What follows belongs to an exercise in optimizing a design on an open flow for small area, a short achievable clock period and few clock cycles; a production flow would make more cautious choices. In this exercise RTL edits were held to simulation tests only and were not proved equivalent to the original. No activity file was given, so power comes from the tool's default toggle rates.

umber:
Design parameterized_fft, start of the top module:
module parameterized_fft #(
    parameter DATA_WIDTH = 16,
    parameter FFT_POINTS = 8,
    parameter LOG2_FFT_POINTS = $clog2(FFT_POINTS)
)(
    input wire clk,
    input wire rst_n,
    input wire start,
    input wire [DATA_WIDTH-1:0] data_in_real,
    input wire [DATA_WIDTH-1:0] data_in_imag,
    input wire data_valid_in,
    output reg data_ready,
    output wire [(DATA_WIDTH*FFT_POINTS)-1:0] data_out_real,
    output wire [(DATA_WIDTH*FFT_POINTS)-1:0] data_out_imag,
    output reg data_valid_out,
    output reg busy
);
    reg [15:0] sr [0:7];
    reg [15:0] si [0:7];
    reg [15:0] xr, xi;
    reg h5r, h5i, h7r, h7i;
    genvar gk;
    generate for (gk = 0; gk < 8; gk = gk + 1) begin : g_out
        assign data_out_real[16*gk +: 16] = sr[gk];
        assign data_out_imag[16*gk +: 16] = si[gk];
    end endgenerate
    reg loading;             
    reg [2:0] cnt;           
    reg ld0, ld1, ld2, ld3, pre0, pre1, pre2, k1, k2, k3, k4, k5, k6;
    wire take = loading & data_valid_in;
    wire n_ld0 = take & (cnt == 3'd0);
    wire n_ld1 = take & (cnt == 3'd1);
    wire n_ld2 = take & (cnt == 3'd2);
    wire n_ld3 = take & (cnt == 3'd3);
    wire n_pre0 = take & (cnt == 3'd4);
    wire n_pre1 = take & (cnt == 3'd5);
    wire n_pre2 = take & (cnt == 3'd6);
    wire n_k1 = take & (cnt == 3'd7);
    wire n_k2 = k1, n_k3 = k2, n_k4 = k3, n_k5 = k4, n_k6 = k5;
    always @(posedge clk) begin
        xr <= data_in_real;
        xi <= data_in_imag;
    end
    always @(posedge clk or negedge rst_n) begin
        if (!rst_n) begin
            loading <= 1'b0;
            cnt <= 3'd0;
            {ld0, ld1, ld2, ld3, pre0, pre1, pre2} <= 7'd0;
            {k1, k2, k3, k4, k5, k6} <= 6'd0;
            rs0 <= 1'b0;
            rs1 <= 1'b0;
            rs2 <= 1'b0;
            rs3 <= 1'b0;
            rs4 <= 1'b0;
            rs5 <= 1'b0;
            rs6 <= 1'b0;
            rs7 <= 1'b0;
            rs8 <= 1'b0;
            rs9 <= 1'b0;
            rs10 <= 1'b0;
            busy <= 1'b0;
            data_ready <= 1'b1;
            data_valid_out <= 1'b0;
        end else begin
            {ld0, ld1, ld2, ld3} <= {n_ld0, n_ld1, n_ld2, n_ld3};
            {pre0, pre1, pre2} <= {n_pre0, n_pre1, n_pre2};
  ...
For scale: roughly 3,500 cells after synthesis, ~320 flip-flops, roughly 300 I/O pins, about 29,000 sq um of cells after synthesis.
Settings: LEC_CHECK=0, CAP_MARGIN=20, CORE_MARGIN=2, CORE_UTILIZATION=40, SLEW_MARGIN=20; clock period 25.0 ns.
standard.sh (not shown) runs the stock make flow with config.mk's settings and CLKGATE_MAP_FILE= SYNTH_SCRIPT=/design/flow/synth_recipe.tcl, a recipe that flattens the netlist after the stock synthesis.
==> flow/flow/run.sh <==
#!/bin/bash
# Layout flow: the standard ORFS flow (standard.sh, unchanged synthesis,
# floorplan, power grid, placement, CTS and routing), with two settings:
#  - the port buffers are sky130_fd_sc_hd__buf_2 cells (every input and
#    output port still gets its own buffer);
#  - timing repair (after CTS and after global routing) aims at a setup
#    slack of MARGIN ns under the unchanged 25 ns clock, so it upsizes and
#    buffers the longest paths instead of stopping at slack 0; only the
#    worst paths are repaired (TNS_END_PERCENT 0).
# The full make output goes to flow.log; each ORFS step also writes its own
# log under orfs/logs/.
set -euo pipefail
MARGIN=19.4
bash standard.sh \
  SETUP_SLACK_MARGIN=$MARGIN \
  TNS_END_PERCENT=0 \
  "BUFFER_PORTS_ARGS=-buffer_cell sky130_fd_sc_hd__buf_2" \
  finish > flow.log 2>&1
umber finished every stage and its layout cleared the timing, design-rule and antenna checks.
Testbench counts of umber, summed over its fixed seeds: cycles 4,808.
#### Input delta (cedar over umber)
diff --git a/flow/flow/run.sh b/flow/flow/run.sh
--- a/flow/flow/run.sh
+++ b/flow/flow/run.sh
@@ -13 +13 @@
-MARGIN=19.4
+MARGIN=19
[summary]
Taking umber as the reference, in cedar relative contribution of combinational cells to total power went down 0.3 points; post-cts sizing count went down 59; data arrival time of the critical path went down 0.02 ns. Going from umber to cedar, overall track demand over capacity in global routing saw a decrease; total power fell by about 2%; largest net degree at the start of global routing +about 28%; final clock skew picked up an extra 0.0040 ns. NOTE: count of TritonRoute iterations in the first routing pass in cedar falls short of that of umber. The run showing the smaller combinational power is cedar. There was hardly any difference in worst hold margin between cedar and umber.
Setup changes, cedar to tundra
diff --git a/flow/flow/run.sh b/flow/flow/run.sh
--- a/flow/flow/run.sh
+++ b/flow/flow/run.sh
@@ -8,2 +8 @@
-#    buffers the longest paths instead of stopping at slack 0; only the
-#    worst paths are repaired (TNS_END_PERCENT 0).
+#    buffers the longest paths instead of stopping at slack 0.
@@ -13 +12 @@
-MARGIN=19
+MARGIN=18.5
@@ -16 +14,0 @@
-  TNS_END_PERCENT=0 \
==> comparison <==
- Going from cedar to tundra, largest stage delay on the critical path saw an increase, sequential share of layout area saw a decrease, final worst-path setup slack saw a decrease, routed length on met1 saw an increase, fraction of power consumed by combinational cells saw a decrease.
- Of the two values seen for launch point of the worst path, si[3][2] was produced by tundra and si[1][1] by cedar.
- Wire length of the first global-routing pass for tundra: about 1.3% up relative to cedar
- Compared with cedar, tundra shows a higher worst endpoint data arrival time.
- Wire length after detailed routing, tundra and cedar: larger value in tundra

========
## v6
Another version of the RTL of parameterized_fft (not shown whole).
Size: about 3800 cells after synthesis, ~300 I/O pins, roughly 0.032 mm² of cells after synthesis.
// parameterized_fft
module parameterized_fft #(
    parameter DATA_WIDTH = 16,
    parameter FFT_POINTS = 8,
    parameter LOG2_FFT_POINTS = $clog2(FFT_POINTS)
)(
    input wire clk,
    input wire rst_n,
    input wire start,
    input wire [DATA_WIDTH-1:0] data_in_real,
    input wire [DATA_WIDTH-1:0] data_in_imag,
    input wire data_valid_in,
    output reg data_ready,
    output wire [(DATA_WIDTH*FFT_POINTS)-1:0] data_out_real,
    output wire [(DATA_WIDTH*FFT_POINTS)-1:0] data_out_imag,
    output reg data_valid_out,
    output reg busy
);
Settings: LEC_CHECK=0, CAP_MARGIN=20, CORE_MARGIN=2, CORE_UTILIZATION=40, SLEW_MARGIN=20; clock period 25.0 ns.
run.sh (not shown) runs the stock make flow with config.mk's settings and CLKGATE_MAP_FILE= SYNTH_SCRIPT=/design/flow/synth_recipe.tcl, a recipe that flattens the netlist after the stock synthesis.
Stock flow here: none of the scripts above is used.
Testbench counts of v6, summed over its fixed seeds: cycles 4,808.
Changes in v7 relative to v6:
==> flow/flow/run.sh (new file) <==
#!/bin/bash
# Layout flow: the standard ORFS flow (standard.sh, unchanged synthesis,
# floorplan, power grid, placement, CTS and routing), with two settings:
#  - the port buffers are sky130_fd_sc_hd__buf_2 cells (every input and
#    output port still gets its own buffer);
#  - timing repair (after CTS and after global routing) aims at a setup
#    slack of MARGIN ns under the unchanged 25 ns clock, so it upsizes and
#    buffers the longest paths instead of stopping at slack 0.
# The full make output goes to flow.log; each ORFS step also writes its own
# log under orfs/logs/.
set -euo pipefail
MARGIN=18
bash standard.sh \
  SETUP_SLACK_MARGIN=$MARGIN \
  "BUFFER_PORTS_ARGS=-buffer_cell sky130_fd_sc_hd__buf_2" \
  finish > flow.log 2>&1
==> flow/standard.sh (new file) <==
#!/bin/bash
# synth_recipe.tcl (not shown) runs the flow's synth.tcl, then flattens the netlist and writes it again
# the make line also repeats each setting of config.mk as NAME=value (left out here)
make -C /OpenROAD-flow-scripts/flow DESIGN_CONFIG=/design/flow/config.mk WORK_HOME=/design/flow/orfs CLKGATE_MAP_FILE= SYNTH_SCRIPT=/design/flow/synth_recipe.tcl "${@:-finish}"
removed: flow/run.sh
==> comparison <==
Final clock period utilization by the worst path came out lower on v7 than on v6.
met1 wire length ends up lower on v7.
On non-clock buffer count: v7 sits below v6.
Post-detailed-placement cell area of v7 falls short of that of v6 by a few percent.
Summary: with v6 as the reference, routed via count divided by cell count in v7 moved up slightly.
v7 reports a lower met2 layer usage reported by global route than v6 does.
v6 tops out at a lower clock frequency than v7.
Measured against each other, v7 and v6 differ in sum of routed wire length over all layers, the lower figure coming from v7.
Max post-route worst setup slack across v7 and v6: v7
In the flow results for v7 and v6, the total power consumption of the routed design is smaller on v7.

-- re-timing with driven ports --
How much do the figures lean on ideal ports? The routed layouts below were timed once more, with nothing changed but the port constraints. Step 1 (the two cells are an assumption about what drives the block):
set clk [get_ports {clk}]
set_driving_cell -lib_cell sky130_fd_sc_hd__clkbuf_16 $clk
set_driving_cell -lib_cell sky130_fd_sc_hd__buf_2 [delete_from_list [all_inputs] $clk]
Step 2 also shifts input and output timing later by t, the mid clock arrival at the registers, as if the neighbouring blocks saw the same clock. a / b / c = ideal / step 1 / step 2; a / b = the first two.
run | shift t [ns] | slack for setup (ns) | hold WS [ns]
umber | 0.672 | 18.612 / 18.550 / 18.725 | 0.483 / 0.483 / 0.483
cedar | 0.660 | 18.628 / 18.561 / 18.487 | 0.484 / 0.484 / 0.484
tundra | 0.635 | 18.409 / 18.345 / 18.472 | 0.483 / 0.483 / 0.483
v6 | 0.669 | 17.185 / 17.185 / 17.185 | 0.404 / 0.404 / 0.404
v7 | 0.656 | 18.093 / 18.093 / 18.093 | 0.404 / 0.404 / 0.404
After both steps every run listed still meets setup and hold. For cedar, which loses most, drivers alone change the setup slack by -0.067 ns; drivers and shift together by -0.141 ns.
